This is an optimization exercise on Yosys and OpenROAD, whose aim is small area, a short achievable clock period and few clock cycles, not a production implementation.
The RTL was checked by simulation tests, not by an equivalence proof against the original design.
No activity file was given, so power comes from the tool's default toggle rates.

==> flow/design.v <==
`timescale 1 ns / 1 ps
module engine (
   input                      clk,
   input                      rst,
   output                     done,
   input    [63:0]            num_rows_in,
   input    [63:0]            row_start_in,
   input    [63:0]            row_skip_in,
   input    [63:0]            rows_size_in,            
   input    [63:0]            hash_mask_in,
   input                      row_rq_stall_in,
   output                     row_rq_vld_out,
   output   [47:0]            row_rq_vadr_out,
   output                     row_rs_stall_out,
   input                      row_rs_vld_in,
   input    [63:0]            row_rs_data_in,
   input                      ht_rq_afull_in,
   output                     ht_rq_vld_out,
   output   [47:0]            ht_rq_address_out,
   output                     ht_rs_afull_out,
   input                      ht_rs_write_en_in,
   input    [63:0]            ht_rs_data_in,
   input                      ll_rq_0_afull_in,
   output                     ll_rq_0_vld_out,
   output   [47:0]            ll_rq_0_address_out,
   output                     ll_rs_0_afull_out,
   input                      ll_rs_0_write_en_in,
   input    [63:0]            ll_rs_0_data_in,
   input                      ll_rq_1_afull_in,
   output                     ll_rq_1_vld_out,
   output   [47:0]            ll_rq_1_address_out,
   output                     ll_rs_1_afull_out,
   input                      ll_rs_1_write_en_in,
   input    [63:0]            ll_rs_1_data_in,
   output                     output_empty_out,
   input                      output_read_en_in,
   output   [63:0]            output_dim_table_out,
   output   [63:0]            output_fact_table_out
);
   localparam  K        = 16;           
   localparam  TW       = 4;            
   localparam  HTD      = 8;            
   localparam  HW       = 3;            
   localparam  ROW_CAP  = 8;            
   reg                        run_s;
   reg   [5:0]                icnt_s;
   reg   [23:0]               bh_s, bl_s;  
   reg                        bc_s;
   reg   [23:0]               dh_s, dl_s;  
   reg                        dc_s;
   reg   [63:0]               idx_s;
   reg   [63:0]               skip_s;      
   reg                        left_vld_s;
   reg                        left_s;
   reg   [3:0]                row_out_s;
   reg                        sbit_s;      
   reg   [5:0]                lz_s;        
   integer                    j;
   always @*
   begin
      lz_s = 6'd48;
      for (j = 0; j < 48; j = j + 1)
         if (rows_size_in[j]) lz_s = 6'd47 - j;
   end
   wire                       row_issue_s;
   wire                       init_step_s = !run_s && (icnt_s != 6'd48);
   wire  [5:0]                nbit_s      = 6'd46 - icnt_s;
   wire  [23:0]               bl_a_s   = init_step_s ? {bl_s[22:0], 1'b0} : bl_s;
   wire  [23:0]               bl_b_s   = init_step_s ? (sbit_s ? idx_s[23:0] : 24'd0) : dl_s;
   wire  [24:0]               bl_sum_s = {1'b0, bl_a_s} + {1'b0, bl_b_s};
   wire  [23:0]               bh_a_s   = init_step_s ? {bh_s[22:0], bl_s[23]} : bh_s;
   wire  [23:0]               bh_b_s   = init_step_s ? (sbit_s ? idx_s[47:24] : 24'd0) :
                                         (bc_s ? 24'd0 : dh_s);
   wire  [23:0]               bh_sum_s = bh_a_s + bh_b_s +
                                         (init_step_s ? {22'd0, bc_s, 1'b0} : {23'd0, bc_s});
   wire  [24:0]               dl_sum_s = {1'b0, dl_s[22:0], 1'b0} + {1'b0, (sbit_s ? skip_s[23:0] : 24'd0)};
   wire  [23:0]               dh_sum_s = (init_step_s ? {dh_s[22:0], dl_s[23]} : dh_s) +
                                         ((init_step_s && sbit_s) ? skip_s[47:24] : 24'd0) +
                                         (init_step_s ? {22'd0, dc_s, 1'b0} : {23'd0, dc_s});
   always @(posedge clk)
   begin
      if (rst == 1'd1) begin
         run_s    <= 1'd0;
         icnt_s   <= lz_s;
         sbit_s   <= (rows_size_in[47:0] != 48'd0);
         bh_s     <= 24'd0;
         bl_s     <= 24'd0;
         bc_s     <= 1'd0;
         dh_s     <= 24'd0;
         dl_s     <= 24'd0;
         dc_s     <= 1'd0;
      end else if (init_step_s) begin
         icnt_s   <= icnt_s + 6'd1;
         sbit_s   <= (icnt_s != 6'd47) && rows_size_in[nbit_s];
         bl_s     <= bl_sum_s[23:0];
         bh_s     <= bh_sum_s;
         bc_s     <= bl_sum_s[24];
         dl_s     <= dl_sum_s[23:0];
         dh_s     <= dh_sum_s;
         dc_s     <= dl_sum_s[24];
      end else begin
         if (!run_s)
            run_s <= 1'd1;
         if (dc_s) begin
            dh_s  <= dh_sum_s;
            dc_s  <= 1'd0;
         end
         if (row_issue_s)
            bl_s  <= bl_sum_s[23:0];
         if (row_issue_s || bc_s)
            bh_s  <= bh_sum_s;
         bc_s     <= row_issue_s && bl_sum_s[24];
      end
   end
   always @(posedge clk)
   begin
      if (rst == 1'd1)
         idx_s <= row_start_in;
      else if (row_issue_s)
         idx_s <= idx_s + skip_s;
      skip_s <= row_skip_in;
      left_s <= (idx_s < num_rows_in);
      if (rst == 1'd1)
         left_vld_s <= 1'd0;
      else
         left_vld_s <= !row_issue_s;
   end
   assign row_issue_s      = run_s && left_vld_s && left_s && (row_out_s != ROW_CAP) &&
                             !row_rq_stall_in;
   assign row_rq_vld_out   = row_issue_s;
   assign row_rq_vadr_out  = {3'd0, bh_s, bl_s[23:3]};
   always @(posedge clk)
   begin
      if (rst == 1'd1)
         row_out_s <= 4'd0;
      else
         row_out_s <= row_out_s + {3'd0, row_issue_s} - {3'd0, row_rs_vld_in};
   end
   reg   [63:0]               slot_v_s [0:K-1];
   reg   [K-1:0]              busy_s;
   reg   [TW-1:0]             alloc_s;
   integer                    i;
   always @*
   begin
      alloc_s = {TW{1'b0}};
      for (i = K-1; i >= 0; i = i - 1)
         if (!busy_s[i]) alloc_s = i;
   end
   always @(posedge clk)
   begin
      if (row_rs_vld_in)
         slot_v_s[alloc_s] <= row_rs_data_in;
   end
   reg                        a_vld_s;
   reg   [30:0]               a_s1_s;      
   reg   [30:0]               a_s2_s;
   reg   [TW-1:0]             a_tag_s;
   reg                        b_vld_s;
   reg   [30:0]               b_adr_s;
   reg   [TW-1:0]             b_tag_s;
   wire                       ht_issue_s;
   wire                       a_to_b_s = a_vld_s && (!b_vld_s || ht_issue_s);
   wire  [30:0]               k_s      = row_rs_data_in[62:32];
   wire  [30:0]               t0_s = k_s,         t1_s = k_s << 2,  t2_s = k_s << 3;
   wire  [30:0]               t3_s = k_s << 7,    t4_s = k_s << 10, t5_s = k_s << 11;
   wire  [30:0]               t6_s = k_s << 17,   t7_s = k_s << 23, t8_s = k_s << 26;
   wire  [30:0]               t9_s = k_s << 29;
   wire  [30:0]               sa_s = t0_s ^ t1_s ^ t2_s;
   wire  [30:0]               ca_s = ((t0_s & t1_s) | (t0_s & t2_s) | (t1_s & t2_s)) << 1;
   wire  [30:0]               sb_s = t3_s ^ t4_s ^ t5_s;
   wire  [30:0]               cb_s = ((t3_s & t4_s) | (t3_s & t5_s) | (t4_s & t5_s)) << 1;
   wire  [30:0]               sc_s = t6_s ^ t7_s ^ t8_s;
   wire  [30:0]               cc_s = ((t6_s & t7_s) | (t6_s & t8_s) | (t7_s & t8_s)) << 1;
   wire  [30:0]               sd_s = sa_s ^ ca_s ^ sb_s;
   wire  [30:0]               cd_s = ((sa_s & ca_s) | (sa_s & sb_s) | (ca_s & sb_s)) << 1;
   wire  [30:0]               se_s = cb_s ^ sc_s ^ cc_s;
   wire  [30:0]               ce_s = ((cb_s & sc_s) | (cb_s & cc_s) | (sc_s & cc_s)) << 1;
   wire  [30:0]               sf_s = sd_s ^ cd_s ^ se_s;
   wire  [30:0]               cf_s = ((sd_s & cd_s) | (sd_s & se_s) | (cd_s & se_s)) << 1;
   wire  [30:0]               sg_s = sf_s ^ cf_s ^ ce_s;
   wire  [30:0]               cg_s = ((sf_s & cf_s) | (sf_s & ce_s) | (cf_s & ce_s)) << 1;
   wire  [30:0]               s1_s = sg_s ^ cg_s ^ t9_s;
   wire  [30:0]               s2_s = ((sg_s & cg_s) | (sg_s & t9_s) | (cg_s & t9_s)) << 1;
   wire  [30:0]               hash_s   = a_s1_s + a_s2_s;
   assign row_rs_stall_out = (&busy_s) || (a_vld_s && b_vld_s);
   always @(posedge clk)
   begin
      if (rst == 1'd1)
         a_vld_s <= 1'd0;
      else if (row_rs_vld_in)
         a_vld_s <= 1'd1;
      else if (a_to_b_s)
         a_vld_s <= 1'd0;
      if (row_rs_vld_in) begin
         a_s1_s  <= s1_s;
         a_s2_s  <= s2_s;
         a_tag_s <= alloc_s;
      end
      if (rst == 1'd1)
         b_vld_s <= 1'd0;
      else if (a_to_b_s)
         b_vld_s <= 1'd1;
      else if (ht_issue_s)
         b_vld_s <= 1'd0;
      if (a_to_b_s) begin
         b_adr_s <= hash_s & hash_mask_in[30:0];
         b_tag_s <= a_tag_s;
      end
   end
   reg   [TW-1:0]             htf_s [0:HTD-1];
   reg   [HW-1:0]             htf_wr_s;
   reg   [HW-1:0]             htf_rd_s;
   reg   [HW:0]               htf_cnt_s;
   assign ht_issue_s          = b_vld_s && (htf_cnt_s != HTD) && !ht_rq_afull_in;
   assign ht_rq_vld_out       = ht_issue_s;
   assign ht_rq_address_out   = {17'd0, b_adr_s};
   always @(posedge clk)
   begin
      if (ht_issue_s)
         htf_s[htf_wr_s] <= b_tag_s;
      if (rst == 1'd1) begin
         htf_wr_s  <= {HW{1'b0}};
         htf_rd_s  <= {HW{1'b0}};
         htf_cnt_s <= {(HW+1){1'b0}};
      end else begin
         if (ht_issue_s)
            htf_wr_s <= htf_wr_s + 1'd1;
         if (ht_rs_write_en_in)
            htf_rd_s <= htf_rd_s + 1'd1;
         htf_cnt_s <= htf_cnt_s + {{HW{1'b0}}, ht_issue_s} - {{HW{1'b0}}, ht_rs_write_en_in};
      end
   end
   wire  [TW-1:0]             ht_tag_s = htf_s[htf_rd_s];
   wire                       ht_nil_s = (ht_rs_data_in == 64'hFFFF_FFFF_FFFF_FFFF);
   reg                        q_vld_s;
   reg   [47:0]               q_ptr_s;
   reg   [TW-1:0]             q_tag_s;
   assign ht_rs_afull_out = q_vld_s;
   reg   [47:0]               rq_ptr_s [0:1];
   reg                        rq_wr_s;
   reg                        rq_rd0_s;
   reg                        rq_rd1_s;
   reg   [1:0]                rq_cnt0_s;
   reg   [1:0]                rq_cnt1_s;
   wire                       ll_iss_0_s = (rq_cnt0_s != 2'd0) && !ll_rq_0_afull_in;
   wire                       ll_iss_1_s = (rq_cnt1_s != 2'd0) && !ll_rq_1_afull_in;
   wire                       rq_free_s  = (rq_cnt0_s != 2'd2 || !ll_rq_0_afull_in) &&
                                           (rq_cnt1_s != 2'd2 || !ll_rq_1_afull_in);
   wire  [47:0]               rq_a0_s    = rq_ptr_s[rq_rd0_s];
   wire  [47:0]               rq_a1_s    = rq_ptr_s[rq_rd1_s];
   assign ll_rq_0_vld_out     = ll_iss_0_s;
   assign ll_rq_1_vld_out     = ll_iss_1_s;
   assign ll_rq_0_address_out = {rq_a0_s[46:0], 1'b0};
   assign ll_rq_1_address_out = {rq_a1_s[46:0], 1'b1};
   localparam  LW       = TW;         
   localparam  LD       = 2**LW;
   reg   [TW-1:0]             llf_tag_s [0:LD-1];
   reg   [LD-1:0]             llf_half_s;     
   reg   [LD-1:0]             llf_nil_s;      
   reg   [LW:0]               llf_wp_s;       
   reg   [LW:0]               llf_rp0_s;
   reg   [LW:0]               llf_rp1_s;
   wire  [LW-1:0]             llf_wr_s  = llf_wp_s[LW-1:0];
   wire  [LW-1:0]             llf_rd0_s = llf_rp0_s[LW-1:0];
   wire  [LW-1:0]             llf_rd1_s = llf_rp1_s[LW-1:0];
   reg   [TW-1:0]             tag0_s;
   reg   [TW-1:0]             tag1_s;
   reg   [K-1:0]              tag0_oh_s;      
   reg   [63:0]               v0_s;
   integer                    m;
   always @*
   begin
      v0_s = 64'd0;
      for (m = 0; m < K; m = m + 1)
         v0_s = v0_s | ({64{tag0_oh_s[m]}} & slot_v_s[m]);
   end
   wire                       llf_room0_s = (llf_wp_s != {~llf_rp0_s[LW], llf_rp0_s[LW-1:0]});
   wire                       llf_room_s  = llf_room0_s &&
                                            (llf_wp_s != {~llf_rp1_s[LW], llf_rp1_s[LW-1:0]});
   reg                        c0_vld_s;
   reg                        c0_match_s;
   reg   [31:0]               c0_dlo_s;
   reg                        c1_vld_s;
   reg                        c1_nil_s;
   reg   [47:0]               c1_ptr_s;
   wire                       m_in_s   = (ll_rs_0_data_in[63:32] == v0_s[63:32]);
   wire                       c0_av_s  = c0_vld_s || ll_rs_0_write_en_in;
   wire                       c0_m_s   = c0_vld_s ? c0_match_s : m_in_s;
   wire  [31:0]               c0_d_s   = c0_vld_s ? c0_dlo_s   : ll_rs_0_data_in[31:0];
   wire                       c1_av_s  = c1_vld_s || ll_rs_1_write_en_in;
   wire                       c1_n_s   = c1_vld_s ? c1_nil_s   : (ll_rs_1_data_in == 64'hFFFF_FFFF_FFFF_FFFF);
   wire  [47:0]               c1_p_s   = c1_vld_s ? c1_ptr_s   : ll_rs_1_data_in[47:0];
   reg                        r_vld_s;
   reg   [31:0]               r_key_s;
   reg   [31:0]               r_vlo_s;
   reg   [31:0]               r_dlo_s;
   wire                       res_free_s  = !r_vld_s || output_read_en_in;
   wire                       proc0_s     = c0_av_s && res_free_s;
   wire                       proc1_s     = c1_av_s && rq_free_s && llf_room0_s;
   wire                       recirc_s    = proc1_s && !c1_n_s;
   wire                       same_s      = (llf_rd0_s == llf_rd1_s);
   wire                       free0_s     = proc0_s && ((llf_half_s[llf_rd0_s] && llf_nil_s[llf_rd0_s]) ||
                                                        (same_s && proc1_s && c1_n_s));
   wire                       free1_s     = proc1_s && c1_n_s && llf_half_s[llf_rd1_s] && !(same_s && proc0_s);
   wire                       load_q_s    = q_vld_s && rq_free_s && llf_room_s && !recirc_s;
   wire                       rq_load_s   = recirc_s || load_q_s;     
   wire                       rq_write_s  = proc1_s || load_q_s;      
   wire  [TW-1:0]             wtag_s      = recirc_s ? tag1_s : q_tag_s;
   wire  [LW-1:0]             rd0_nx_s    = rst ? {LW{1'b0}} : llf_rd0_s + {{(LW-1){1'b0}}, proc0_s};
   wire  [TW-1:0]             tag0_nx_s;
   wire  [LW-1:0]             rd1_nx_s    = rst ? {LW{1'b0}} : llf_rd1_s + {{(LW-1){1'b0}}, proc1_s};
   assign tag0_nx_s = (rq_write_s && llf_wr_s == rd0_nx_s) ? wtag_s : llf_tag_s[rd0_nx_s];
   always @(posedge clk)
   begin
      if (rst == 1'd1) begin
         q_vld_s <= 1'd0;
      end else if (ht_rs_write_en_in && !ht_nil_s) begin
         q_vld_s <= 1'd1;
      end else if (load_q_s) begin
         q_vld_s <= 1'd0;
      end
      if (ht_rs_write_en_in) begin
         q_ptr_s <= ht_rs_data_in[47:0];
         q_tag_s <= ht_tag_s;
      end
      if (rst == 1'd1) begin
         rq_wr_s   <= 1'd0;
         rq_rd0_s  <= 1'd0;
         rq_rd1_s  <= 1'd0;
         rq_cnt0_s <= 2'd0;
         rq_cnt1_s <= 2'd0;
      end else begin
         if (rq_load_s)  rq_wr_s  <= !rq_wr_s;
         if (ll_iss_0_s) rq_rd0_s <= !rq_rd0_s;
         if (ll_iss_1_s) rq_rd1_s <= !rq_rd1_s;
         rq_cnt0_s <= rq_cnt0_s + {1'd0, rq_load_s} - {1'd0, ll_iss_0_s};
         rq_cnt1_s <= rq_cnt1_s + {1'd0, rq_load_s} - {1'd0, ll_iss_1_s};
      end
      if (rq_write_s)
         rq_ptr_s[rq_wr_s] <= recirc_s ? c1_p_s : q_ptr_s;
      if (rq_write_s)
         llf_tag_s[llf_wr_s] <= wtag_s;
      tag0_s <= tag0_nx_s;
      tag0_oh_s <= {{(K-1){1'b0}}, 1'b1} << tag0_nx_s;
      tag1_s <= (rq_write_s && llf_wr_s == rd1_nx_s) ? wtag_s : llf_tag_s[rd1_nx_s];
      if (rst == 1'd1) begin
         llf_wp_s   <= {(LW+1){1'b0}};
         llf_rp0_s  <= {(LW+1){1'b0}};
         llf_rp1_s  <= {(LW+1){1'b0}};
      end else begin
         if (rq_load_s)
            llf_wp_s <= llf_wp_s + 1'd1;
         if (proc0_s)
            llf_rp0_s <= llf_rp0_s + 1'd1;
         if (proc1_s)
            llf_rp1_s <= llf_rp1_s + 1'd1;
      end
      llf_half_s <= (llf_half_s | ({{(LD-1){1'b0}}, proc0_s} << llf_rd0_s)
                                | ({{(LD-1){1'b0}}, proc1_s} << llf_rd1_s))
                    & ~({{(LD-1){1'b0}}, rq_load_s} << llf_wr_s);
      llf_nil_s  <= (llf_nil_s | ({{(LD-1){1'b0}}, proc1_s && c1_n_s} << llf_rd1_s))
                    & ~({{(LD-1){1'b0}}, rq_load_s} << llf_wr_s);
      if (rst == 1'd1) begin
         c0_vld_s <= 1'd0;
         c1_vld_s <= 1'd0;
      end else begin
         c0_vld_s <= c0_av_s && !proc0_s;
         c1_vld_s <= c1_av_s && !proc1_s;
      end
      if (!c0_vld_s) begin
         c0_match_s <= m_in_s;
         c0_dlo_s   <= ll_rs_0_data_in[31:0];
      end
      if (!c1_vld_s) begin
         c1_nil_s   <= (ll_rs_1_data_in == 64'hFFFF_FFFF_FFFF_FFFF);
         c1_ptr_s   <= ll_rs_1_data_in[47:0];
      end
      if (rst == 1'd1)
         r_vld_s <= 1'd0;
      else if (proc0_s)
         r_vld_s <= c0_m_s;
      else if (output_read_en_in)
         r_vld_s <= 1'd0;
      if (proc0_s) begin
         r_key_s <= v0_s[63:32];
         r_vlo_s <= v0_s[31:0];
         r_dlo_s <= c0_d_s;
      end
      if (rst == 1'd1)
         busy_s <= {K{1'b0}};
      else
         busy_s <= (busy_s | ({{(K-1){1'b0}}, row_rs_vld_in} << alloc_s))
                   & ~({{(K-1){1'b0}}, ht_rs_write_en_in && ht_nil_s} << ht_tag_s)
                   & ~({K{free0_s}} & tag0_oh_s)
                   & ~({{(K-1){1'b0}}, free1_s} << tag1_s);
   end
   assign ll_rs_0_afull_out      = c0_vld_s;
   assign ll_rs_1_afull_out      = c1_vld_s;
   assign output_empty_out       = !r_vld_s;
   assign output_dim_table_out   = {r_key_s, r_dlo_s};
   assign output_fact_table_out  = {r_key_s, r_vlo_s};
   assign done = run_s && left_vld_s && !left_s && (row_out_s == 4'd0) && !a_vld_s &&
                 !b_vld_s && (busy_s == {K{1'b0}}) && !r_vld_s;
endmodule
==> flow/flow/run.sh <==
#!/bin/bash
set -euo pipefail
export BUFFER_PORTS_ARGS="-buffer_cell sky130_fd_sc_hd__buf_1"
export SETUP_SLACK_MARGIN=6.3
bash standard.sh > standard_flow.log 2>&1
==> flow/standard.sh <==
#!/bin/bash
# synth_recipe.tcl (not shown) runs the flow's synth.tcl, then flattens the netlist and writes it again
# the make line also repeats each setting of config.mk as NAME=value (left out here)
make -C /OpenROAD-flow-scripts/flow DESIGN_CONFIG=/design/flow/config.mk WORK_HOME=/design/flow/orfs CLKGATE_MAP_FILE= SYNTH_SCRIPT=/design/flow/synth_recipe.tcl "${@:-finish}"
==> flow/config.mk <==
export PLATFORM = sky130hd
export DESIGN_NAME = engine
export DESIGN_NICKNAME = engine
export VERILOG_FILES = /design/flow/design.v
export SDC_FILE = /design/flow/constraint.sdc
export NUM_CORES = 4
export LEC_CHECK = 0
export ABC_AREA = 1
export CAP_MARGIN = 20
export CORE_MARGIN = 2
export CORE_UTILIZATION = 50
export SLEW_MARGIN = 20
export TNS_END_PERCENT = 100
==> flow/constraint.sdc <==
create_clock -name core_clock -period 11.0 [get_ports {clk}]
set_input_delay 2.2000 -clock core_clock [delete_from_list [all_inputs] [get_ports {clk}]]
set_output_delay 2.2000 -clock core_clock [all_outputs]
set_load 0.01 [all_outputs]
==> qor.yml, run 1 <==
fin_skew_ns: 0.05014
core_area_sq_um: 173800
total_power_uw: 23350
fmax_mhz: 200.1
clk_latency_ns: 0.85
cts-root-buf: "clkbuf_16"
slew_headroom: 0.2861
setup_violations: 0
cts_tree: "done"
detailed_place_hpwl_mm: 167.9
cp.required_ns: 11.80
routed_via_density: 5.580
numCtsBuffers: 195
vias: 64150
yosysSeqAreaShare: 0.6073
die_y_um: 422.0
wire_per_inst_um: 22.81
ys_seq_elements: 1887
critical_path_class: "register to register"
cts.clk_slew.worst_paths_ns: 0.06
grt_max_degree: 95
syn_inst: 8054
gr-total-overflow: 0
antenna_found_initial: 29
htreeDepth: 4
holdCritStartpoint: "a_tag_s[0]$_DFFE_PP_"
maxCapViolations: 0
max_stage_delay_ns: 0.49
min_path_type: "register to register"
seqCellArea_sq_um: 53110
die_area_sq_um: 178100
postRouteAntennaNets: 0
grtUsageTotal: 0.2846
synth_top_area_frac: 0.5246
cp_data_arrival_time_ns: 5.80
port_buffers: 861
powerDensity_nw_per_um2: 229.8
finalCritPeriodShare: 0.4544
fill_cells: 14690
rr_startpoint: "icnt_s[0]$_DFFE_PP_"
grt_pass1_wl_mm: 383.5
cts.path.max_buffers: 3
crit_slowest_cell: "edfxtp_1"
finalNetCount: 10080
chipWidth_um: 422.0
status: "complete, no violations"
io_pins: 917
synth_cell_types: 68
hold_violations: 0
clock-sinks: 1887
endpoint_kind: "register"
synthTopCellsByArea: "edfxtp_1, dfxtp_1, nand2_1"
fin_crit_ns: 4.999
area_growth_pct: 16.33
finalSetupTns_ns: 0
synth-main-ff-cell: "edfxtp_1"
synthArstFlopShare: 0
cp-startpoint: "icnt_s[0]$_DFFE_PP_"
hold_buffers: 0
critPathLaunchType: "register"
ir_drop_uv: 166.9
gp_congestion: 0.9469
drcViolationCount: 0
mappedNetlistArea_sq_um: 87360
worst_pin_slew_ns: 1.071
drive_gt1_frac: 0.09294
grt_pass1_vias: 61540
synth_top_area_cell: "edfxtp_1"
ys_warn_count: 1
synth.most_common_cell: "nand2_1"
multi_input_comb_area_sq_um: 30450
slew_viol_final: 0
synth_common_cells: "nand2_1, edfxtp_1, inv_1"
synth_edf_count: 1526
worstPathMaxFanout: 5
drt_iter0_drc: 5352
drt-total-wl_mm: 262.2
core.rowCount: 153
initial_utilization: 0.5026
avgSynthCellArea_sq_um: 10.85
p_leak_uw: 0.03993
drtPass1Iterations: 6
rsz0062_at_grt: "yes"
## report_power, final
| part | internal (uW) | switching [uW] | leakage (uW) |
|---|---|---|---|
| clock network | 3700 | 2860 | 0.00307 |
| registers | 8730 | 691 | 0.0171 |
| logic | 2660 | 4710 | 0.0197 |
## through the flow
| stage | cell area [sq um] | util | worst slack [ns] | hold slack (ns) | std cells |
|---|---|---|---|---|---|
| after floorplan | 87700 | - | 5.173 | 0.4003 | 8074 |
| after global placement | 93070 | 0.5354 | 3.779 | 0.4003 | 10990 |
| after detailed placement | 93110 | 0.5357 | 3.802 | 0.4110 | 11000 |
| after CTS | 100500 | 0.5784 | 6.058 | 0.4249 | 11430 |
| after global routing | 101600 | 0.5846 | 5.775 | 0.4330 | 11490 |
| final | 101600 | 0.5846 | 6.001 | 0.4215 | 11500 |
## routing by layer
| layer | track usage | routed length (um) | vias up | share of wire |
|---|---|---|---|---|
| li1 | - | - | 29920 | - |
| met1 | 0.3679 | 105900 | 31490 | 0.40 |
| met2 | 0.4872 | 129600 | 2260 | 0.49 |
| met3 | 0.04396 | 17440 | 461 | 0.066 |
| met4 | 0.09935 | 9108 | 20 | 0.035 |
| met5 | 0 | 113 | - | 0.00043 |
## cell type report
cell class,instances,share of cell area
clock inverters,104,0.01092
well taps,2325,0.02863
repair inverters,6,0.0008003
clock buffers,255,0.05144
repair buffers,1073,0.05160
diodes,15,0.0003694
flip-flops and latches,1887,0.5227
multi-input cells,4938,0.2996
inverters,893,0.03397
## kinds of logic after synthesis
family | share of synthesized area
AND/OR/NAND/NOR | 0.1327
AO/OA/AOI/OAI | 0.1046
adder cells (fa/ha/maj) | 0.08247
multiplexers | 0.001146
buffers and inverters | 0.05724
flip-flops | 0.6073
other | 0.00008597
XOR/XNOR | 0.01444
## timing repair
action	4_1_cts	5_1_grt
cloned	9	4
endpoints found under the hold margin	0	0
setup endpoints to repair	194	114
pin swaps	27	76
buffers inserted	63	50
gates resized for setup	136	177
## worst max-delay path: cells and delay by family, from the launching register on
kind,cells,cell delay [ns]
compound gates,11,1.37
xor+xnor,1,0.16
fa+ha+maj,4,1.01
buf+inv,9,0.69
flops,1,0.49
simple gates,12,1.25
## layout by cell type (no fill, tap or decap), types with 32 or more instances in the layout
cell       netlist  layout
nor2_1         456     418
a221oi_1       145     145
clkbuf_1       240      50
clkinv_1        12      40
ha_1           379     360
buf_6            0      34
fa_1           123     111
nand3_1        222     206
o21bai_1        32      32
o22ai_1         40      40
xnor2_1         49      47
clkbuf_16        0     199
dfxtp_1        361     341
nor3_1          47      47
o211ai_1        34      34
nand2_1       1819    1790
a31oi_1         40      38
buf_4           76     173
or2_2           37      37
nand4_1        169     169
a22o_1         142     142
inv_1          872     844
xor2_1          95      94
a21oi_1        411     397
nand2_2         15      42
o21ai_0        425     399
edfxtp_1      1526    1526
buf_1           43     830
## state kept, by name, indices dropped and copies added, names as in the netlist, 47 cells and up, named ones only
signal     flops
llf_tag_s     64
c1_ptr_s      47
rq_ptr_s      94
idx_s         64
skip_s        64
slot_v_s    1024
q_ptr_s       47
## final timing paths
path | to | slack (ns) | depth (start not counted)
max | bh_s[23]$_SDFFE_PP0P_ | 6.00 | 37
min | b_tag_s[0]$_DFFE_PP_ | 0.42 | 0
max reg2reg | bh_s[23]$_SDFFE_PP0P_ | 6.00 | 37
min reg2reg | b_tag_s[0]$_DFFE_PP_ | 0.42 | 0
Testbench counts, summed over its fixed seeds: cycles 29,088.
==> run 2, diff against run 1 <==
--- a/flow/config.mk
+++ b/flow/config.mk
@@ -6,5 +6,4 @@
 export NUM_CORES = 4
 export LEC_CHECK = 0
-export ABC_AREA = 1
 export CAP_MARGIN = 20
 export CORE_MARGIN = 2
==> run 2 against run 1 <==
Register-to-register slack gained 0.37 ns. Clock power shrank 2%. Hold slack lost 0.0043 ns. Setup slack lost 0.067 ns. Non-clock buffer count shrank 71. Clock skew grew 0.0048 ns. Sequential power grew 0.8%. Sequential share of layout area grew 0.98 points. First-iteration DRC count grew 6.1%. Final cell count shrank 14%. Critical endpoint is now row_rq_vld_out.
==> qor.yml, run 2 <==
cts.path.max_buffers: 3
dp.cells: 9430
clock-sinks: 1887
worstPathMaxFanout: 2
top_register: "slot_v_s"
synthArstFlopShare: 0
finalCritPeriodShare: 0.4605
hold_violations: 0
cts_tree: "done"
critPathLaunchType: "input pin"
gr-total-overflow: 0
core_area_sq_um: 172100
core.rowCount: 152
largest_register_ffs: 1024
rsz0062_at_grt: "yes"
synth-main-ff-cell: "edfxtp_1"
antenna_found_initial: 40
drcViolationCount: 0
mappedNetlistArea_sq_um: 86790
critical_path_class: "input pin to primary output"
final_common_cell: "edfxtp_1"
slew_headroom: 0.2716
ir_drop_uv: 197.4
die_area_sq_um: 176900
stdcell_count: 9870
synth_top_area_frac: 0.5280
ys_warn_count: 1
routed_via_density: 6.004
fin_crit_ns: 5.066
worst_pin_slew_ns: 1.090
numCtsBuffers: 195
min_path_type: "register to register"
clk_latency_ns: 0.85
setup_violations: 0
endpoint_kind: "primary output"
cts.clk_slew.worst_paths_ns: 0.06
synth_cell_types: 89
hold_buffers: 0
initial_utilization: 0.5042
vias: 59260
cp_data_arrival_time_ns: 2.87
finalSetupTns_ns: 0
finalNetCount: 8461
synth_top_area_cell: "edfxtp_1"
htreeDepth: 4
grtUsageTotal: 0.2936
synth_common_cells: "edfxtp_1, nand2_1, ha_1"
drtPass1Iterations: 6
grt_pass1_wl_mm: 380.4
maxCapViolations: 0
multi_input_comb_area_sq_um: 31570
drt_iter0_drc: 5680
wire_per_inst_um: 27.00
area_growth_pct: 14.94
synthTopCellsByArea: "edfxtp_1, dfxtp_1, ha_1"
grt_max_degree: 180
port_buffers: 861
die_y_um: 420.6
drt-total-wl_mm: 266.5
gp_congestion: 0.9635
chipWidth_um: 420.6
ys_seq_elements: 1887
synth.most_common_cell: "edfxtp_1"
drive_gt1_frac: 0.1164
slew_viol_final: 0
status: "complete, no violations"
fill_cells: 14060
cts-root-buf: "clkbuf_16"
fmax_mhz: 197.4
synth_edf_count: 1526
cp.required_ns: 8.80
io_pins: 917
final_cell_mix: "edfxtp_1, buf_1, nand2_1"
grt_pass1_vias: 57040
yosysSeqAreaShare: 0.6113
largestRegisters: "slot_v_s (1024), rq_ptr_s (94)"
fin_skew_ns: 0.05494
avgSynthCellArea_sq_um: 13.35
total_power_uw: 23570
seqCellArea_sq_um: 53120
syn_inst: 6503
p_leak_uw: 0.03620
powerDensity_nw_per_um2: 236.3
r2r_slack_ns: 6.37
detailed_place_hpwl_mm: 170.8
postRouteAntennaNets: 0
## run 2: layout make-up
type,instances,area share
inverters,306,0.01203
multi-input cells,3980,0.3164
clock buffers,275,0.05344
flip-flops and latches,1887,0.5325
diodes,26,0.0006522
well taps,2310,0.02897
clock inverters,84,0.008241
repair buffers,1002,0.04776
## run 2: final timing paths
kind,startpoint,endpoint,cells after the start
max,row_rq_stall_in,row_rq_vld_out,5
min,a_tag_s[0]$_DFFE_PP_,b_tag_s[0]$_DFFE_PP_,0
max reg2reg,icnt_s[5]$_DFFE_PP_,bh_s[22]$_SDFFE_PP0P_,19
min reg2reg,a_tag_s[0]$_DFFE_PP_,b_tag_s[0]$_DFFE_PP_,0
## run 2: metal layers
metal	up-vias	global-route usage	share of wire
li1	26570	-	-
met1	29900	0.3919	0.41
met2	2324	0.4816	0.48
met3	442	0.04484	0.068
met4	22	0.1180	0.038
met5	-	0	0.00052
## run 2: power by group
part           switching (uW)  internal (uW)  leakage (uW)
clock                    2840           3580       0.00298
sequential                781           8720        0.0171
combinational            4570           3080        0.0161
## run 2: logic make-up after synthesis
| group | after synthesis | synth area share |
|---|---|---|
| flip-flops | 1887 | 0.6113 |
| XOR/XNOR | 224 | 0.02261 |
| AO/OA/AOI/OAI | 1436 | 0.1192 |
| buffers and inverters | 658 | 0.03198 |
| adder cells (fa/ha/maj) | 502 | 0.08301 |
| multiplexers | 344 | 0.05197 |
| AND/OR/NAND/NOR | 1450 | 0.07985 |
| other | 2 | 0.00008653 |
## run 2: worst max-delay path, cell delays in order
cell and delay (ns):
buf_1 0.06, nand4b_1 0.17, a21oi_2 0.15, buf_6 0.16
buf_6 0.11
## run 2: through the flow
stage / area, sq um / hold slack [ns] / worst slack, ns / util
6_report: 99750 / 0.4172 / 5.934 / 0.5796
5_1_grt: 99740 / 0.4282 / 5.872 / 0.5795
4_1_cts: 99270 / 0.4178 / 5.928 / 0.5768
3_5_place_dp: 92470 / 0.4045 / 4.183 / 0.5373
3_3_place_gp: 92450 / 0.4070 / 4.206 / 0.5371
2_1_floorplan: 87230 / 0.4003 / 5.400 / -
## run 2: timing repair
action	CTS	global route
setup buffers	28	19
gates resized for setup	78	52
pin swaps	10	27
endpoints found under the setup margin	287	51
cloned	5	3
==> run 3, diff against run 2 <==
==> flow/flow/run.sh (replaced) <==
#!/bin/bash
set -euo pipefail
export BUFFER_PORTS_ARGS="-buffer_cell sky130_fd_sc_hd__buf_1"
export SETUP_SLACK_MARGIN=6.6
bash standard.sh > standard_flow.log 2>&1
==> run 3 against run 2 <==
Die area stayed put. Register-to-register slack hardly changed. Global-route usage is 0.47 points higher. Setup slack worse by 0.0058 ns. Count of clock-buffer cells in the layout is 6 lower. Clock power is 3.6% higher. Sequential power is 0.7% higher. Hold slack better by 0.0039 ns. Clock skew is 0.0065 ns higher. Via count is 0.72% higher. Core utilization is 0.87 points higher. Critical path type unchanged. Largest cell class unchanged.
==> qor.yml, run 3 <==
status: "complete, no violations"
cp_cell_sequence: "buf_1 -> nand4b_1 -> a21oi_2 -> buf_6 -> buf_6"
synth_edf_count: 1526
ys_warn_count: 1
synth_top_family_by_area: "compound AO/OA/AOI/OAI gates"
cp.required_ns: 8.80
routed_via_density: 6.016
cp-startpoint: "row_rq_stall_in"
core.rowCount: 152
avgSynthCellArea_sq_um: 13.35
synth.most_common_cell: "edfxtp_1"
drcViolationCount: 0
chipWidth_um: 420.6
drtPass1Iterations: 6
rsz0062_at_grt: "yes"
synth_mux_area_frac: 0.05197
die_area_sq_um: 176900
gp_congestion: 0.9384
fin_skew_ns: 0.06140
cp_common_cell: "buf_6"
min_path_type: "register to register"
maxCapViolations: 0
fin_crit_ns: 5.072
setup_violations: 0
worstPathMaxFanout: 5
critical_path_class: "input pin to primary output"
wire_per_inst_um: 27.40
max_stage_delay_ns: 0.17
core_area_sq_um: 172100
synthTopCellsByArea: "edfxtp_1, dfxtp_1, ha_1"
hold_buffers: 0
synth_xor_area_frac: 0.02261
yosys.area_share.simple: 0.07985
worst_pin_slew_ns: 1.142
postRouteAntennaNets: 0
drt_iter0_drc: 5623
finalSetupTns_ns: 0
critPathLaunchType: "input pin"
io_pins: 917
cts-root-buf: "clkbuf_16"
finalCritPeriodShare: 0.4610
cts_tree: "done"
r2r_end: "bh_s[22]$_SDFFE_PP0P_"
antenna_found_initial: 33
clk_latency_ns: 0.84
reg2reg_depth: 19
area_growth_pct: 16.67
gr-total-overflow: 0
synth_cell_types: 89
r2r_slack_ns: 6.38
finalNetCount: 8524
final_cell_mix: "edfxtp_1, buf_1, nand2_1"
synth_compound_area_frac: 0.1192
hold_violations: 0
synth_common_cells: "edfxtp_1, nand2_1, ha_1"
drive_gt1_frac: 0.1376
clock-sinks: 1887
detailed_place_hpwl_mm: 171.6
grtUsageTotal: 0.2982
ir_drop_uv: 173.5
drt-total-wl_mm: 271.8
holdWs_ns: 0.4211
fill_cells: 13940
initial_utilization: 0.5042
cp_data_arrival_time_ns: 2.87
cts.clk_slew.worst_paths_ns: 0.06
synth_top_area_cell: "edfxtp_1"
numCtsBuffers: 197
synth-main-ff-cell: "edfxtp_1"
largestRegisters: "slot_v_s (1024), rq_ptr_s (94)"
synth_adder_area_share: 0.08301
grt_pass1_wl_mm: 386.9
yosysSeqAreaShare: 0.6113
largest_register_ffs: 1024
crit_end: "row_rq_vld_out"
die_y_um: 420.6
vias: 59690
cts.path.max_buffers: 3
ys_seq_elements: 1887
final_common_cell: "edfxtp_1"
top_register: "slot_v_s"
synth_top_area_frac: 0.5280
fmax_mhz: 197.2
syn_inst: 6503
grt_pass1_vias: 57760
rr_startpoint: "icnt_s[1]$_DFFE_PP_"
grt_max_degree: 80
crit_slowest_cell: "nand4b_1"
htreeDepth: 4
powerDensity_nw_per_um2: 236.7
mappedNetlistArea_sq_um: 86790
slew_viol_final: 0
synthArstFlopShare: 0
endpoint_kind: "primary output"
slew_headroom: 0.2329
port_buffers: 861
p_leak_uw: 0.03688
[run 3: worst min path at each step]
stage / start / endpoint / slack (ns) / depth (start not counted)
after global placement: a_tag_s[3]$_DFFE_PP_ / b_tag_s[3]$_DFFE_PP_ / 0.41 / 0
after detailed placement: a_tag_s[3]$_DFFE_PP_ / b_tag_s[3]$_DFFE_PP_ / 0.41 / 0
after CTS: a_tag_s[3]$_DFFE_PP_ / b_tag_s[3]$_DFFE_PP_ / 0.42 / 0
after floorplan: a_tag_s[0]$_DFFE_PP_ / b_tag_s[0]$_DFFE_PP_ / 0.40 / 0
final: a_tag_s[3]$_DFFE_PP_ / b_tag_s[3]$_DFFE_PP_ / 0.42 / 0
after global routing: a_tag_s[3]$_DFFE_PP_ / b_tag_s[3]$_DFFE_PP_ / 0.43 / 0
[run 3: final cells by class]
class,count,area [sq um],share of cell area
multi-input combinational,3980,31950,0.3155
tap,2310,2890,0.02854
clock inverter,89,972.2,0.009601
timing repair buffer,1063,5570,0.05501
sequential,1887,53130,0.5247
clock buffer,269,5492,0.05423
antenna,17,42.54,0.0004201
inverter,306,1214,0.01199
[run 3: metrics by stage]
| step | setup WS (ns) | power, uW | instance area [sq um] | cells | util |
|---|---|---|---|---|---|
| 2_1_floorplan | 6.076 | 14450 | 87420 | 6523 | - |
| 3_3_place_gp | 4.946 | 17020 | 92610 | 9433 | 0.5381 |
| 3_5_place_dp | 4.871 | 17090 | 92610 | 9433 | 0.5381 |
| 4_1_cts | 5.927 | 23920 | 100300 | 9859 | 0.5827 |
| 5_1_grt | 5.884 | 25110 | 101300 | 9918 | 0.5883 |
| 6_report | 5.928 | 23970 | 101300 | 9921 | 0.5883 |
[run 3: routing by layer]
| metal | global-route usage | wire [um] | vias to the layer above |
|---|---|---|---|
| met1 | 0.3929 | 110700 | 30200 |
| met5 | 0 | 115 | - |
| met4 | 0.09933 | 9296 | 16 |
| met3 | 0.05203 | 19240 | 455 |
| li1 | - | - | 26670 |
| met2 | 0.4996 | 132500 | 2349 |
[run 3: logic make-up (layout without fill, tap and decap cells)]
group                    count (synthesis)  after routing
multiplexers                           344            344
buffers and inverters                  658           1727
adder cells (fa/ha/maj)                502            502
AND/OR/NAND/NOR                       1450           1451
AO/OA/AOI/OAI                         1436           1437
flip-flops                            1887           1887
other                                    2             39
XOR/XNOR                               224            224
[run 3: power by group]
part,total [uW],leakage (uW),internal (uW),switching (uW)
Sequential,9570,0.0171,8720,851
Combinational,7750,0.0167,3190,4560
Clock,6650,0.00312,3810,2830
Total,24000,0.0369,15700,8240
[run 3: what timing repair did]
action | 4_1_cts | 5_1_grt
gates resized for setup | 153 | 128
pin swaps | 29 | 58
gates cloned | 10 | 5
setup endpoints to repair | 315 | 100
buffers inserted | 58 | 40
[run 3: worst max-delay path: cells and delay by family]
kind	cells	cell delay, ns
AND/OR/NAND/NOR	1	0.17
buffers and inverters	3	0.35
AO/OA/AOI/OAI	1	0.14
==> run 4, diff against run 3 <==
--- a/flow/design.v
+++ b/flow/design.v
@@ -126,6 +126,15 @@
          left_vld_s <= !row_issue_s;
    end
-   assign row_issue_s      = run_s && left_vld_s && left_s && (row_out_s != ROW_CAP) &&
-                             !row_rq_stall_in;
+   reg                        row_ok_s;
+   wire  [3:0]                row_out_nx_s = row_out_s + {3'd0, row_issue_s} - {3'd0, row_rs_vld_in};
+   always @(posedge clk)
+   begin
+      if (rst == 1'd1)
+         row_ok_s <= 1'd0;
+      else
+         row_ok_s <= !row_issue_s && (run_s || icnt_s == 6'd48) && (idx_s < num_rows_in) &&
+                     (row_out_nx_s != ROW_CAP);
+   end
+   assign row_issue_s      = row_ok_s && !row_rq_stall_in;
    assign row_rq_vld_out   = row_issue_s;
    assign row_rq_vadr_out  = {3'd0, bh_s, bl_s[23:3]};
@@ -135,5 +144,5 @@
          row_out_s <= 4'd0;
       else
-         row_out_s <= row_out_s + {3'd0, row_issue_s} - {3'd0, row_rs_vld_in};
+         row_out_s <= row_out_nx_s;
    end
    reg   [63:0]               slot_v_s [0:K-1];
@@ -212,5 +221,15 @@
    reg   [HW-1:0]             htf_rd_s;
    reg   [HW:0]               htf_cnt_s;
-   assign ht_issue_s          = b_vld_s && (htf_cnt_s != HTD) && !ht_rq_afull_in;
+   reg                        ht_ok_s;
+   wire  [HW:0]               htf_cnt_nx_s = htf_cnt_s + {{HW{1'b0}}, ht_issue_s} -
+                                             {{HW{1'b0}}, ht_rs_write_en_in};
+   always @(posedge clk)
+   begin
+      if (rst == 1'd1)
+         ht_ok_s <= 1'd0;
+      else
+         ht_ok_s <= (a_to_b_s || (b_vld_s && !ht_issue_s)) && (htf_cnt_nx_s != HTD);
+   end
+   assign ht_issue_s          = ht_ok_s && !ht_rq_afull_in;
    assign ht_rq_vld_out       = ht_issue_s;
    assign ht_rq_address_out   = {17'd0, b_adr_s};
@@ -228,5 +247,5 @@
          if (ht_rs_write_en_in)
             htf_rd_s <= htf_rd_s + 1'd1;
-         htf_cnt_s <= htf_cnt_s + {{HW{1'b0}}, ht_issue_s} - {{HW{1'b0}}, ht_rs_write_en_in};
+         htf_cnt_s <= htf_cnt_nx_s;
       end
    end
==> flow/flow/run.sh (replaced) <==
#!/bin/bash
set -euo pipefail
export BUFFER_PORTS_ARGS="-buffer_cell sky130_fd_sc_hd__buf_1"
export SETUP_SLACK_MARGIN=6.5
bash standard.sh > standard_flow.log 2>&1
==> run 4 against run 3 <==
Via count shrank 0.71%. Sequential power is essentially flat. Hold slack lost 0.0064 ns. Count of clock-buffer cells in the layout shrank 16. Largest power group unchanged. Clock skew grew 0.0020 ns. Combinational power shrank 3.9%. Fmax grew 4.8%. Register-to-register slack lost 0.15 ns. Critical path depth shrank 1. Still clean on timing, DRC and antenna.
==> qor.yml, run 4 <==
yosysSeqAreaShare: 0.6123
r2r_end: "bh_s[21]$_SDFFE_PP0P_"
cts-root-buf: "clkbuf_16"
routed_via_density: 5.986
ys_warn_count: 1
clk_latency_ns: 0.84
cts.clk_slew.worst_paths_ns: 0.06
fill_cells: 13970
mappedNetlistArea_sq_um: 86710
reg2reg_depth: 24
synth_edf_count: 1526
drt_iter0_drc: 5669
largestRegisters: "slot_v_s (1024), rq_ptr_s (94)"
crit_slowest_cell: "nand2b_4"
gp_congestion: 0.9582
area_growth_pct: 16.50
r2r_slack_ns: 6.23
final_cell_mix: "edfxtp_1, buf_1, nand2_1"
finalNetCount: 8494
die_area_sq_um: 176800
fin_skew_ns: 0.06340
core.rowCount: 152
setup_ws_ns: 6.160
min_path_type: "register to register"
synth-main-ff-cell: "edfxtp_1"
drive_gt1_frac: 0.1306
numCtsBuffers: 193
multi_input_comb_area_sq_um: 31980
synth_top_area_cell: "edfxtp_1"
worstPathMaxFanout: 2
fin_crit_ns: 4.840
synth_common_cells: "edfxtp_1, nand2_1, ha_1"
drtPass1Iterations: 6
avgSynthCellArea_sq_um: 13.37
crit_end: "row_rq_vld_out"
gr-total-overflow: 0
powerDensity_nw_per_um2: 234.6
cp_data_arrival_time_ns: 2.64
finalCritPeriodShare: 0.4400
grtUsageTotal: 0.2906
clock-sinks: 1889
cp-startpoint: "row_rq_stall_in"
rsz0062_at_grt: "yes"
grt_max_degree: 167
synth.most_common_cell: "edfxtp_1"
cts.path.max_buffers: 3
antenna_found_initial: 30
max_stage_delay_ns: 0.16
io_pins: 917
drcViolationCount: 0
rr_startpoint: "icnt_s[0]$_DFFE_PP_"
detailed_place_hpwl_mm: 169.1
synthTopCellsByArea: "edfxtp_1, dfxtp_1, ha_1"
synth_cell_types: 96
cp_cell_sequence: "buf_1 -> nand2b_4 -> inv_6 -> buf_6"
slew_viol_final: 0
core_area_sq_um: 171900
synthArstFlopShare: 0
largest_register_ffs: 1024
vias: 59260
p_leak_uw: 0.03659
port_buffers: 861
holdCritStartpoint: "a_tag_s[2]$_DFFE_PP_"
htreeDepth: 4
chipWidth_um: 420.4
synth_top_area_frac: 0.5285
critical_path_class: "input pin to primary output"
slew_headroom: 0.2289
seqCellArea_sq_um: 53160
grt_pass1_vias: 56920
finalSetupTns_ns: 0
hold_violations: 0
endpoint_kind: "primary output"
top_register: "slot_v_s"
setup_violations: 0
cts_tree: "done"
syn_inst: 6485
initial_utilization: 0.5044
cp.required_ns: 8.80
status: "complete, no violations"
wire_per_inst_um: 26.82
grt_pass1_wl_mm: 376.7
drt-total-wl_mm: 265.6
die_y_um: 420.4
ir_drop_uv: 178.4
dp_slack_ns: 4.719
postRouteAntennaNets: 0
maxCapViolations: 0
worst_pin_slew_ns: 1.157
final_common_cell: "edfxtp_1"
critPathLaunchType: "input pin"
fmax_mhz: 206.6
ys_seq_elements: 1889
## run 4: area by class of cell
cell class,count,area share
Tap cell,2310,0.02861
Timing Repair Buffer,1060,0.05275
Inverter,279,0.01092
Clock inverter,109,0.01170
Multi-Input combinational cell,3984,0.3166
Sequential cell,1889,0.5262
Antenna cell,16,0.0003963
Clock buffer,253,0.05279
## run 4: routing by layer
metal	vias to the layer above	track usage	part of all wire
met5	-	0	0.00030
met4	12	0.1093	0.036
met3	422	0.03908	0.068
met2	2386	0.4845	0.49
met1	29880	0.3880	0.41
li1	26560	-	-
## run 4: what timing repair did
item / 4_1_cts / 5_1_grt
pin swaps: 45 / 51
endpoints found under the setup margin: 413 / 175
hold buffers: 0 / 0
buffers inserted: 58 / 40
cloned: 7 / 3
gates resized for setup: 161 / 91
## run 4: worst min-delay path by stage
stage | cells past startpoint | slack, ns | end
after floorplan | 0 | 0.40 | b_tag_s[0]$_DFFE_PP_
after global placement | 0 | 0.41 | b_tag_s[2]$_DFFE_PP_
after detailed placement | 0 | 0.41 | b_tag_s[1]$_DFFE_PP_
after CTS | 0 | 0.42 | b_tag_s[2]$_DFFE_PP_
after global routing | 0 | 0.43 | b_tag_s[2]$_DFFE_PP_
final | 0 | 0.41 | b_tag_s[2]$_DFFE_PP_
## run 4: cell families after synthesis
logic type,after synthesis,synth area share
and+or+nand+nor,1451,0.07972
DFF,1889,0.6123
other,2,0.00008661
buffers and inverters,636,0.03123
muxes,342,0.05193
xor gates and xnor gates,234,0.02364
adders and majority gates,500,0.08280
AOI/OAI and AO/OA,1431,0.1183
## run 4: critical path, delay by kind of cell
| family | cells | cell delay [ns] |
|---|---|---|
| buf+inv | 3 | 0.28 |
| simple gates | 1 | 0.16 |
## run 4: through the flow
stage          hold slack [ns]  cell area (sq um)    util  instances  power (uW)
2_1_floorplan           0.4003              87360       -       6505       14290
3_3_place_gp            0.4055              92570  0.5384       9413       16820
3_5_place_dp            0.4084              92570  0.5384       9413       16890
4_1_cts                 0.4177             100300  0.5833       9840       23730
5_1_grt                 0.4277             101000  0.5875       9894       24810
6_report                0.4147             101000  0.5876       9900       23700
## run 4: power by group
part	internal, uW	switching, uW	total, uW
Clock	3870	2830	6700
Combinational	3020	4430	7450
Sequential	8740	806	9550
Testbench counts of run 4, summed over its fixed seeds: cycles 29,088.
==> run 5, diff against run 4 <==
==> flow/flow/run.sh (replaced) <==
#!/bin/bash
set -euo pipefail
export BUFFER_PORTS_ARGS="-buffer_cell sky130_fd_sc_hd__buf_1"
export SETUP_SLACK_MARGIN=6.3
bash standard.sh > standard_flow.log 2>&1
--- a/flow/config.mk
+++ b/flow/config.mk
@@ -9,4 +9,5 @@
 export CORE_MARGIN = 2
 export CORE_UTILIZATION = 50
+export CTS_BUF_LIST = sky130_fd_sc_hd__clkbuf_4 sky130_fd_sc_hd__clkbuf_8
 export SLEW_MARGIN = 20
 export TNS_END_PERCENT = 100
==> run 5 against run 4 <==
Still clean. Clock power shrank 3.3%. Register-to-register slack better by 0.11 ns. Critical path depth did not move. Flip-flop and latch count unchanged. Sequential power is 0.6% lower. Via count rose by 1.2%. Die area stayed put. Fmax up 0.49%. Largest cell class unchanged.
==> qor.yml, run 5 <==
status: "complete, no violations"
synth_mux_area_frac: 0.05193
synth_xor_area_frac: 0.02364
grtUsageTotal: 0.2929
reg2reg_depth: 21
synth_top_area_cell: "edfxtp_1"
slew_viol_final: 0
rr_startpoint: "icnt_s[1]$_DFFE_PP_"
chipWidth_um: 420.4
synth.most_common_cell: "edfxtp_1"
cp_data_arrival_time_ns: 2.62
setup_ws_ns: 6.184
port_buffers: 861
min_to: "b_tag_s[2]$_DFFE_PP_"
largestRegisters: "slot_v_s (1024), rq_ptr_s (94)"
holdCritStartpoint: "a_tag_s[2]$_DFFE_PP_"
fill_cells: 14230
clkPwrFrac: 0.276
drive_gt1_frac: 0.1486
postRouteAntennaNets: 0
synth_cell_types: 96
fin_crit_ns: 4.816
hold_violations: 0
htreeDepth: 5
core_area_sq_um: 171900
gr-total-overflow: 0
finalCritPeriodShare: 0.4378
die_area_sq_um: 176800
drtPass1Iterations: 6
holdPathStages: 0
rsz0062_at_grt: "yes"
yosysSeqAreaShare: 0.6123
r2r_end: "bh_s[23]$_SDFFE_PP0P_"
detailed_place_hpwl_mm: 170.8
hold_buffers: 0
switching_share: 0.3461
synth_compound_area_frac: 0.1183
maxCapViolations: 0
post-route-util: 0.5837
numCtsBuffers: 331
min_path_type: "register to register"
drt-total-wl_mm: 268.4
synthArstFlopShare: 0
r2r_slack_ns: 6.34
top_register: "slot_v_s"
vias: 60000
wire_per_inst_um: 26.60
io_pins: 917
antenna_found_initial: 32
ys_seq_elements: 1889
p_switching_uw: 8116
critical_path_class: "input pin to primary output"
cts.path.max_buffers: 4
fmax_mhz: 207.6
cp.required_ns: 8.80
cts.clk_slew.worst_paths_ns: 0.06
p_int_uw: 15330
core.rowCount: 152
initial_utilization: 0.5044
gp_congestion: 0.9665
routed_via_density: 5.945
cts-root-buf: "clkbuf_8"
dp_slack_ns: 4.181
die_y_um: 420.4
critPathLaunchType: "input pin"
grt_pass1_vias: 58250
synthTopCellsByArea: "edfxtp_1, dfxtp_1, ha_1"
syn_inst: 6485
ir_drop_uv: 194.7
largest_register_ffs: 1024
finalNetCount: 8596
synth_edf_count: 1526
final_area_sq_um: 100400
cp-startpoint: "row_rq_stall_in"
final_cell_mix: "edfxtp_1, buf_1, nand2_1"
yosys.area_share.simple: 0.07972
slew_headroom: 0.2217
grt_pass1_wl_mm: 380.5
place_area_sq_um: 92540
powerDensity_nw_per_um2: 233.7
grt_max_degree: 73
synth-main-ff-cell: "edfxtp_1"
synth_adder_area_share: 0.08280
clk_latency_ns: 1.06
p_leak_uw: 0.03665
mappedNetlistArea_sq_um: 86710
ys_warn_count: 1
final_common_cell: "edfxtp_1"
finalSetupTns_ns: 0
fin_skew_ns: 0.08315
clock-sinks: 1889
synth_common_cells: "edfxtp_1, nand2_1, ha_1"
p_comb_frac: 0.319
seq_power_share: 0.405
cts_tree: "done"
endpoint_kind: "primary output"
area_growth_pct: 15.73
drcViolationCount: 0
holdWs_ns: 0.4187
worstPathMaxFanout: 2
worst_pin_slew_ns: 1.165
setup_violations: 0
avgSynthCellArea_sq_um: 13.37
drt_iter0_drc: 5572
synth_top_family_by_area: "compound AO/OA/AOI/OAI gates"
synth_top_area_frac: 0.5285
==> run 5: cell counts after synthesis <==
Identical to the previous run, type by type.
==> run 5: stage by stage <==
stage | total power (uW) | cells
after floorplan | 14260 | 6505
after global placement | 16810 | 9423
after detailed placement | 16880 | 9424
after CTS | 23460 | 10030
after global routing | 24570 | 10090
final | 23450 | 10090
==> run 5: routing by layer <==
layer / part of all wire / GRT usage / up-vias
met3: 0.069 / 0.04267 / 529
li1: - / - / 26830
met5: 0.00017 / 0 / -
met4: 0.042 / 0.1336 / 8
met1: 0.41 / 0.3861 / 30200
met2: 0.48 / 0.4807 / 2430
==> run 5: worst max-delay path by stage <==
stage	endpoint	slack, ns
2_1_floorplan	slot_v_s[13][0]$_DFFE_PP_	5.40
3_3_place_gp	rq_cnt0_s[1]$_SDFF_PP0_	4.20
3_5_place_dp	rq_cnt0_s[1]$_SDFF_PP0_	4.18
4_1_cts	dh_s[23]$_SDFFE_PP0P_	6.08
5_1_grt	row_rq_vld_out	6.17
6_report	row_rq_vld_out	6.18
==> run 5: what timing repair did <==
action	CTS	global route
endpoints found under the setup margin	312	50
buffers inserted	16	39
pin swaps	10	47
gates cloned	3	4
hold endpoints to repair	0	0
gates resized for setup	71	81
==> run 5: power groups by stage <==
stage	clock network [uW]	registers (uW)	logic [uW]
final	6480	9490	7480
after global routing	6880	9550	8140
after CTS	6590	9470	7390
after detailed placement	0	9610	7260
after global placement	0	9600	7220
after floorplan	0	9250	5010
==> run 5: cells by family (layout without fill, tap and decap cells) <==
family / after synthesis / after routing
other cells: 2 / 43
simple gates: 1451 / 1452
compound gates: 1431 / 1433
buf+inv: 636 / 1888
flops: 1889 / 1889
xor+xnor: 234 / 234
fa+ha+maj: 500 / 500
mux: 342 / 342
==> run 5: critical path, cell delays in order <==
cell      delay, ns
buf_1          0.07
nand2b_4       0.15
inv_6          0.09
buf_6          0.10
==> run 5: final cells by class <==
cell class	count	area, sq um	area share
Timing Repair Buffer	1025	4783	0.04766
Antenna cell	21	52.55	0.0005237
Sequential cell	1889	53170	0.5298
Clock buffer	497	6021	0.06000
Tap cell	2310	2890	0.02880
Inverter	279	1081	0.01077
Clock inverter	87	550.5	0.005486
Multi-Input combinational cell	3983	31810	0.3170
==> run 6, diff against run 5 <==
--- a/flow/config.mk
+++ b/flow/config.mk
@@ -8,6 +8,5 @@
 export CAP_MARGIN = 20
 export CORE_MARGIN = 2
-export CORE_UTILIZATION = 50
-export CTS_BUF_LIST = sky130_fd_sc_hd__clkbuf_4 sky130_fd_sc_hd__clkbuf_8
+export CORE_UTILIZATION = 55
 export SLEW_MARGIN = 20
 export TNS_END_PERCENT = 100
==> run 6 against run 5 <==
Still clean. Fmax shrank 1.5%. Critical endpoint unchanged. Count of clock-buffer cells in the layout is 243 lower. Hold slack got worse by 0.00096 ns. Setup slack lost 0.072 ns. Highest routed layer unchanged.
==> qor.yml, run 6 <==
seqCellArea_sq_um: 53160
post-route-util: 0.6383
chipWidth_um: 401.1
largest_register_ffs: 1024
ys_warn_count: 1
fmax_mhz: 204.6
cp-startpoint: "row_rq_stall_in"
max_stage_delay_ns: 0.18
numCtsBuffers: 194
setup_violations: 0
largestRegisters: "slot_v_s (1024), rq_ptr_s (94)"
synth_cell_types: 96
grt_pass1_vias: 57760
holdCritStartpoint: "a_tag_s[2]$_DFFE_PP_"
critPathLaunchType: "input pin"
cp_data_arrival_time_ns: 2.69
cp.required_ns: 8.80
synth_top_area_cell: "edfxtp_1"
slew_headroom: 0.2424
vias: 59520
seq_power_share: 0.406
syn_inst: 6485
synth_edf_count: 1526
hold_violations: 0
drt_iter0_drc: 5807
port_buffers: 861
routed_via_density: 6.185
p_comb_frac: 0.318
htreeDepth: 4
worst_pin_slew_ns: 1.128
multi_input_comb_area_sq_um: 31840
synthArstFlopShare: 0
gp_congestion: 0.9500
fin_crit_ns: 4.888
synth.most_common_cell: "edfxtp_1"
mappedNetlistArea_sq_um: 86710
drt-total-wl_mm: 268.2
slew_viol_final: 0
cts.path.max_buffers: 3
drive_gt1_frac: 0.1200
grtUsageTotal: 0.3260
finalSetupTns_ns: 0
critical_path_class: "input pin to primary output"
cts.clk_slew.worst_paths_ns: 0.06
clock-sinks: 1889
rr_startpoint: "icnt_s[0]$_DFFE_PP_"
ys_seq_elements: 1889
synth-main-ff-cell: "edfxtp_1"
clk_latency_ns: 0.85
critPathTopFamily: "buffers and inverters"
grt_pass1_wl_mm: 386.5
clkPwrFrac: 0.276
postRouteAntennaNets: 0
area_growth_pct: 15.12
use_met2: 0.5233
initial_utilization: 0.5545
r2r_slack_ns: 6.23
top_register: "slot_v_s"
fill_cells: 12020
final_common_cell: "edfxtp_1"
gr-total-overflow: 0
drtPass1Iterations: 6
status: "complete, no violations"
core.rowCount: 145
holdWs_ns: 0.4178
synth_common_cells: "edfxtp_1, nand2_1, ha_1"
synth_top_area_frac: 0.5285
ir_drop_uv: 185.0
use_met3: 0.07265
use_met1: 0.4455
antenna_found_initial: 29
final_cell_mix: "edfxtp_1, buf_1, nand2_1"
powerDensity_nw_per_um2: 235.0
die_area_sq_um: 160800
fin_skew_ns: 0.05898
maxCapViolations: 0
rsz0062_at_grt: "yes"
avgSynthCellArea_sq_um: 13.37
io_pins: 917
crit_slowest_cell: "nand2b_4"
p_leak_uw: 0.03623
p_int_uw: 15360
wire_per_inst_um: 27.87
p_switching_uw: 8100
switching_share: 0.3453
total_power_uw: 23460
cts-root-buf: "clkbuf_16"
yosysSeqAreaShare: 0.6123
core_area_sq_um: 156400
grt-busiest-layer: "met2"
endpoint_kind: "primary output"
finalNetCount: 8471
drcViolationCount: 0
min_path_type: "register to register"
crit_buf_inv: 3
cp_cell_sequence: "buf_1 -> nand2b_4 -> inv_6 -> buf_6"
grt_max_degree: 122
finalCritPeriodShare: 0.4444
die_y_um: 401.1
synthTopCellsByArea: "edfxtp_1, dfxtp_1, ha_1"
cts_tree: "done"
detailed_place_hpwl_mm: 172.3
hold_buffers: 0
worstPathMaxFanout: 2
==> run 6: cell counts after synthesis <==
No cell type changed its count.
==> run 6: power groups by stage <==
stage	clock, uW	sequential, uW	combinational [uW]
6_report	6480	9520	7450
5_1_grt	6840	9590	8130
4_1_cts	6560	9500	7380
3_5_place_dp	0	9640	7240
3_3_place_gp	0	9620	7190
2_1_floorplan	0	9250	5010
==> run 6: cell type report <==
class,count,share of cell area
Antenna cell,12,0.0003008
Clock buffer,254,0.05139
Clock inverter,110,0.01132
Inverter,279,0.01089
Multi-Input combinational cell,3986,0.3190
Sequential cell,1889,0.5326
Tap cell,2058,0.02580
Timing Repair Buffer,1034,0.04878
==> run 6: worst paths after layout <==
check | end | cells past startpoint
setup / recovery | row_rq_vld_out | 4
hold / removal | b_tag_s[2]$_DFFE_PP_ | 0
setup reg to reg | bh_s[23]$_SDFFE_PP0P_ | 21
hold reg to reg | b_tag_s[2]$_DFFE_PP_ | 0
==> run 6: timing repair <==
item	4_1_cts	5_1_grt
pin swaps	20	48
setup endpoints to repair	263	69
resized for setup	91	61
buffers inserted	29	37
cloned	9	2
==> run 6: kinds of logic after synthesis <==
group                    synth area share
flip-flops                         0.6123
AND/OR/NAND/NOR                   0.07972
AO/OA/AOI/OAI                      0.1183
buffers and inverters             0.03123
adder cells (fa/ha/maj)           0.08280
multiplexers                      0.05193
XOR/XNOR                          0.02364
other                          0.00008661
==> run 6: stage by stage <==
step / cells / instance area (sq um) / worst slack (ns)
floorplan: 6505 / 87200 / 5.405
global placement: 9166 / 92180 / 4.575
detailed placement: 9169 / 92230 / 4.607
CTS: 9571 / 99220 / 6.122
global route: 9614 / 99800 / 6.056
finish: 9622 / 99820 / 6.112
==> run 6: per-layer routing <==
| metal | part of all wire | wire, um |
|---|---|---|
| met1 | 0.41 | 109400 |
| met5 | 0.00046 | 124 |
| met4 | 0.031 | 8228 |
| met2 | 0.47 | 125900 |
| met3 | 0.091 | 24520 |
==> run 7, diff against run 6 <==
--- a/flow/config.mk
+++ b/flow/config.mk
@@ -8,5 +8,5 @@
 export CAP_MARGIN = 20
 export CORE_MARGIN = 2
-export CORE_UTILIZATION = 55
+export CORE_UTILIZATION = 50
 export SLEW_MARGIN = 20
 export TNS_END_PERCENT = 100
==> run 7 against run 6 <==
Clock skew decreased by 0.0084 ns. First-iteration DRC count fell by 3.3%. Combinational power hardly changed. Final cell count grew 2.6%. Fmax increased by 1.4%.
==> qor.yml, run 7 <==
seq_power_share: 0.401
p_switching_uw: 8075
slew_viol_final: 0
drive_gt1_frac: 0.1171
core_area_sq_um: 171900
gr-total-overflow: 0
wire_per_inst_um: 27.05
largest_register_ffs: 1024
die_y_um: 420.4
min_path_type: "register to register"
grtUsageTotal: 0.2923
hold_violations: 0
vias: 59140
cts_tree: "done"
fin_skew_ns: 0.05062
mappedNetlistArea_sq_um: 86710
synth-main-ff-cell: "edfxtp_1"
cts-root-buf: "clkbuf_16"
cp.required_ns: 8.80
p_leak_uw: 0.03633
initial_utilization: 0.5044
yosysSeqAreaShare: 0.6123
ys_seq_elements: 1889
numCtsBuffers: 194
core.rowCount: 152
drt_iter0_drc: 5614
synth_cell_types: 96
cts.path.max_buffers: 3
critPathLaunchType: "input pin"
crit_slowest_cell: "nand2b_4"
antenna_found_initial: 30
finalSetupTns_ns: 0
p_comb_frac: 0.316
die_area_sq_um: 176800
clkPwrFrac: 0.283
synthArstFlopShare: 0
final_area_sq_um: 100300
chipWidth_um: 420.4
critical_path_class: "input pin to primary output"
drt-total-wl_mm: 267.0
drtPass1Iterations: 5
finalCritPeriodShare: 0.4382
place_area_sq_um: 92540
max_stage_delay_ns: 0.16
hold_buffers: 0
synthTopCellsByArea: "edfxtp_1, dfxtp_1, ha_1"
maxCapViolations: 0
gp_congestion: 0.9665
synth_edf_count: 1526
slew_headroom: 0.2351
synth.most_common_cell: "edfxtp_1"
grt_pass1_vias: 57320
postRouteAntennaNets: 0
detailed_place_hpwl_mm: 170.8
rsz0062_at_grt: "yes"
crit_buf_inv: 3
synth_common_cells: "edfxtp_1, nand2_1, ha_1"
io_pins: 917
holdWs_ns: 0.4160
grt_max_degree: 73
status: "complete, no violations"
avgSynthCellArea_sq_um: 13.37
clk_latency_ns: 0.84
largestRegisters: "slot_v_s (1024), rq_ptr_s (94)"
port_buffers: 861
top_register: "slot_v_s"
htreeDepth: 4
p_int_uw: 15580
cp_cell_sequence: "buf_1 -> nand2b_4 -> inv_6 -> buf_6"
grt_pass1_wl_mm: 379.3
synth_top_area_cell: "edfxtp_1"
syn_inst: 6485
clock-sinks: 1889
powerDensity_nw_per_um2: 235.8
setup_violations: 0
endpoint_kind: "primary output"
routed_via_density: 5.993
switching_share: 0.3414
ir_drop_uv: 203.4
final_common_cell: "edfxtp_1"
fmax_mhz: 207.4
worstPathMaxFanout: 2
final_cell_mix: "edfxtp_1, buf_1, nand2_1"
cts.clk_slew.worst_paths_ns: 0.06
critPathTopFamily: "buffers and inverters"
drcViolationCount: 0
area_growth_pct: 15.68
ys_warn_count: 1
synth_top_area_frac: 0.5285
worst_pin_slew_ns: 1.147
finalNetCount: 8465
cp_data_arrival_time_ns: 2.62
fin_crit_ns: 4.821
[run 7: cell counts after synthesis]
No cell type changed its count.
[run 7: worst reg2reg max path: cells and delay by family (launching register included)]
| family | cells | cell delay (ns) |
|---|---|---|
| flops | 1 | 0.38 |
| simple gates | 3 | 0.35 |
| xor+xnor | 1 | 0.13 |
| compound gates | 9 | 2.23 |
| fa+ha+maj | 4 | 1.07 |
| buf+inv | 4 | 0.35 |
[run 7: routing by layer]
metal | vias to the layer above | track usage | routed length [um]
li1 | 26510 | - | -
met5 | - | 0 | 69
met4 | 12 | 0.1233 | 11950
met2 | 2316 | 0.4811 | 128100
met3 | 472 | 0.03823 | 18050
met1 | 29830 | 0.3908 | 108800
[run 7: logic make-up (layout without fill, tap and decap cells)]
group | Yosys count | in the layout | share of synthesized area
flip-flops | 1889 | 1889 | 0.6123
other | 2 | 35 | 0.00008661
adder cells (fa/ha/maj) | 500 | 500 | 0.08280
AO/OA/AOI/OAI | 1431 | 1433 | 0.1183
multiplexers | 342 | 342 | 0.05193
buffers and inverters | 636 | 1674 | 0.03123
AND/OR/NAND/NOR | 1451 | 1452 | 0.07972
XOR/XNOR | 234 | 234 | 0.02364
[run 7: final cells by class]
class / count / area [sq um]
fill: 14050 / 71620
clock buffer: 254 / 5214
tap: 2310 / 2890
clock inverter: 110 / 1227
multi-input combinational: 3983 / 31750
timing repair buffer: 1031 / 4945
antenna: 13 / 32.53
sequential: 1889 / 53160
inverter: 279 / 1084
[run 7: stage by stage]
stage,power [uW],instances,setup slack [ns],util
CTS,23660,9821,6.179,0.5794
finish,23650,9869,6.179,0.5834
floorplan,14260,6505,5.405,-
global placement,16810,9423,4.195,0.5380
detailed placement,16880,9424,4.181,0.5382
global route,24740,9866,6.168,0.5834
[run 7: power groups by stage]
stage,clock (uW),sequential [uW],combinational [uW]
after floorplan,0,9250,5010
after global placement,0,9600,7220
after detailed placement,0,9610,7260
after CTS,6780,9470,7410
after global routing,7040,9540,8150
final,6690,9480,7480
[run 7: final timing paths]
check	depth (start not counted)	startpoint	slack [ns]	to
setup / recovery	4	row_rq_stall_in	6.18	row_rq_vld_out
hold / removal	0	a_tag_s[1]$_DFFE_PP_	0.42	b_tag_s[1]$_DFFE_PP_
setup reg to reg	21	icnt_s[1]$_DFFE_PP_	6.34	dh_s[23]$_SDFFE_PP0P_
hold reg to reg	0	a_tag_s[1]$_DFFE_PP_	0.42	b_tag_s[1]$_DFFE_PP_
[run 7: what timing repair did]
item,4_1_cts,5_1_grt
setup endpoints to repair,331,148
resized for setup,87,79
cloned,5,5
setup buffers,28,30
pin swaps,12,44

Check on run 7: ideal ports give 6.179 ns setup slack; a clkbuf_16 on the clock port and buf_2 on the inputs give 6.090 ns; moving port delays by the midpoint clock arrival (0.895 ns) as well gives 5.502 ns.
